What follows belongs to an exercise in optimizing a design on an open flow for small area and a short achievable clock period; a production flow would make more cautious choices.
Only simulation tests tie the RTL to the original design; equivalence was not proved.

==> inputs of trial 35 <==
## LMS
module LMS (
    input Clk, Rst,
    input signed [15:0] x_in,
    output signed [15:0] y_out,
    output signed [15:0] w0, w1, w2, w3,
    output signed [15:0] err
);
reg [15:0] wn0, wn1, wn2, wn3;  
reg [15:0] d;                   
reg [7:0] xneg0, xneg1, xneg2, xneg3;
reg [7:0] xone0, xone1, xone2, xone3;
reg [7:0] xtwo0, xtwo1, xtwo2, xtwo3;
wire [15:0] x0, x1, x2, x3;    
assign x0 = {xneg0[7], xone0[7] ^ xneg0[6], xneg0[6], xone0[6] ^ xneg0[5], xneg0[5], xone0[5] ^ xneg0[4], xneg0[4], xone0[4] ^ xneg0[3], xneg0[3], xone0[3] ^ xneg0[2], xneg0[2], xone0[2] ^ xneg0[1], xneg0[1], xone0[1] ^ xneg0[0], xneg0[0], xone0[0]};
assign x1 = {xneg1[7], xone1[7] ^ xneg1[6], xneg1[6], xone1[6] ^ xneg1[5], xneg1[5], xone1[5] ^ xneg1[4], xneg1[4], xone1[4] ^ xneg1[3], xneg1[3], xone1[3] ^ xneg1[2], xneg1[2], xone1[2] ^ xneg1[1], xneg1[1], xone1[1] ^ xneg1[0], xneg1[0], xone1[0]};
assign x2 = {xneg2[7], xone2[7] ^ xneg2[6], xneg2[6], xone2[6] ^ xneg2[5], xneg2[5], xone2[5] ^ xneg2[4], xneg2[4], xone2[4] ^ xneg2[3], xneg2[3], xone2[3] ^ xneg2[2], xneg2[2], xone2[2] ^ xneg2[1], xneg2[1], xone2[1] ^ xneg2[0], xneg2[0], xone2[0]};
assign x3 = {xneg3[7], xone3[7] ^ xneg3[6], xneg3[6], xone3[6] ^ xneg3[5], xneg3[5], xone3[5] ^ xneg3[4], xneg3[4], xone3[4] ^ xneg3[3], xneg3[3], xone3[3] ^ xneg3[2], xneg3[2], xone3[2] ^ xneg3[1], xneg3[1], xone3[1] ^ xneg3[0], xneg3[0], xone3[0]};
wire [16:0] xie = {x_in, 1'b0};
wire [7:0] ineg, ione, itwo;
genvar gj;
generate for (gj = 0; gj < 8; gj = gj + 1) begin : enc
  assign ineg[gj] = xie[2*gj+2];
  assign ione[gj] = xie[2*gj+1] ^ xie[2*gj];
  assign itwo[gj] = (xie[2*gj+2] & ~xie[2*gj+1] & ~xie[2*gj]) | (~xie[2*gj+2] & xie[2*gj+1] & xie[2*gj]);
end endgenerate
wire y0pp_1;
wire y0pp_2;
wire y0pp_3;
wire y0pp_4;
wire y0pp_5;
wire y0pp_6;
wire y0pp_7;
wire y0pp_8;
wire y0pp_9;
wire y0pp_10;
wire y0pp_11;
wire y0pp_12;
wire y0pp_13;
wire y0pp_14;
wire y0pp_15;
wire y0pp_16;
wire y0pp_17;
wire y0pp_18;
wire y0pp_19;
wire y0pp_20;
wire y0pp_21;
wire y0pp_22;
wire y0pp_23;
  ...
==> flow/config.mk <==
export PLATFORM = sky130hd
export DESIGN_NAME = LMS
export DESIGN_NICKNAME = LMS
export VERILOG_FILES = /design/flow/design.v
export SDC_FILE = /design/flow/constraint.sdc
export NUM_CORES = 4
export LEC_CHECK = 0
export ABC_AREA = 1
export CAP_MARGIN = 20
export CORE_MARGIN = 2
export CORE_UTILIZATION = 40
export SLEW_MARGIN = 20
==> flow/constraint.sdc <==
create_clock -name core_clock -period 22.0 [get_ports {Clk}]
set_input_delay 4.4000 -clock core_clock [delete_from_list [all_inputs] [get_ports {Clk}]]
set_output_delay 4.4000 -clock core_clock [all_outputs]
set_load 0.01 [all_outputs]
standard.sh (not shown) runs the stock make flow with config.mk's settings and CLKGATE_MAP_FILE= SYNTH_SCRIPT=/design/flow/synth_recipe.tcl, a recipe that flattens the netlist after the stock synthesis.
==> flow/flow/run.sh <==
#!/bin/bash
set -euo pipefail
bash standard.sh SYNTH_ARGS=-noabc SETUP_SLACK_MARGIN=6 finish > standard_flow.log 2>&1
==> trial 73 (differences from trial 35) <==
- PLACE_DENSITY: not set -> 0.7
==> comparison <==
- Sequential cell count is the same in trial 73 and trial 35.
- Against trial 35, the utilization of trial 73 is lower by 0.15 points.
- Between trial 35 and trial 73, the lower register-to-register slack is in trial 35 (gap 0.05 ns).
- Against trial 35, the non-clock buffer count of trial 73 is lower by 11.

==> what the ideal ports hide <==
Ports are ideal in the flow. The routed layouts listed here were re-timed in OpenROAD.
Step 1, drivers: a clkbuf_16 drives Clk and a buf_2 each remaining input, both assumed.
Step 2 moves the port delays by t, midway between the first and last clock arrival at a register: inputs arrive t later, outputs are due t later. That takes back most of the time a late clock gives input paths.
Slacks: no drivers / after step 1 / after step 2; pairs: no drivers / after step 1.
run	t, ns	setup WS [ns]	hold slack, ns	worst setup path at the end	pins driven straight from the clock port
trial 35	0.665	6.468 / 6.468 / 6.468	0.479 / 0.479 / 0.479	register to register	1
trial 73	0.631	6.518 / 6.518 / 6.518	0.508 / 0.508 / 0.508	register to register	1
After both steps setup and hold are still met in every run listed.
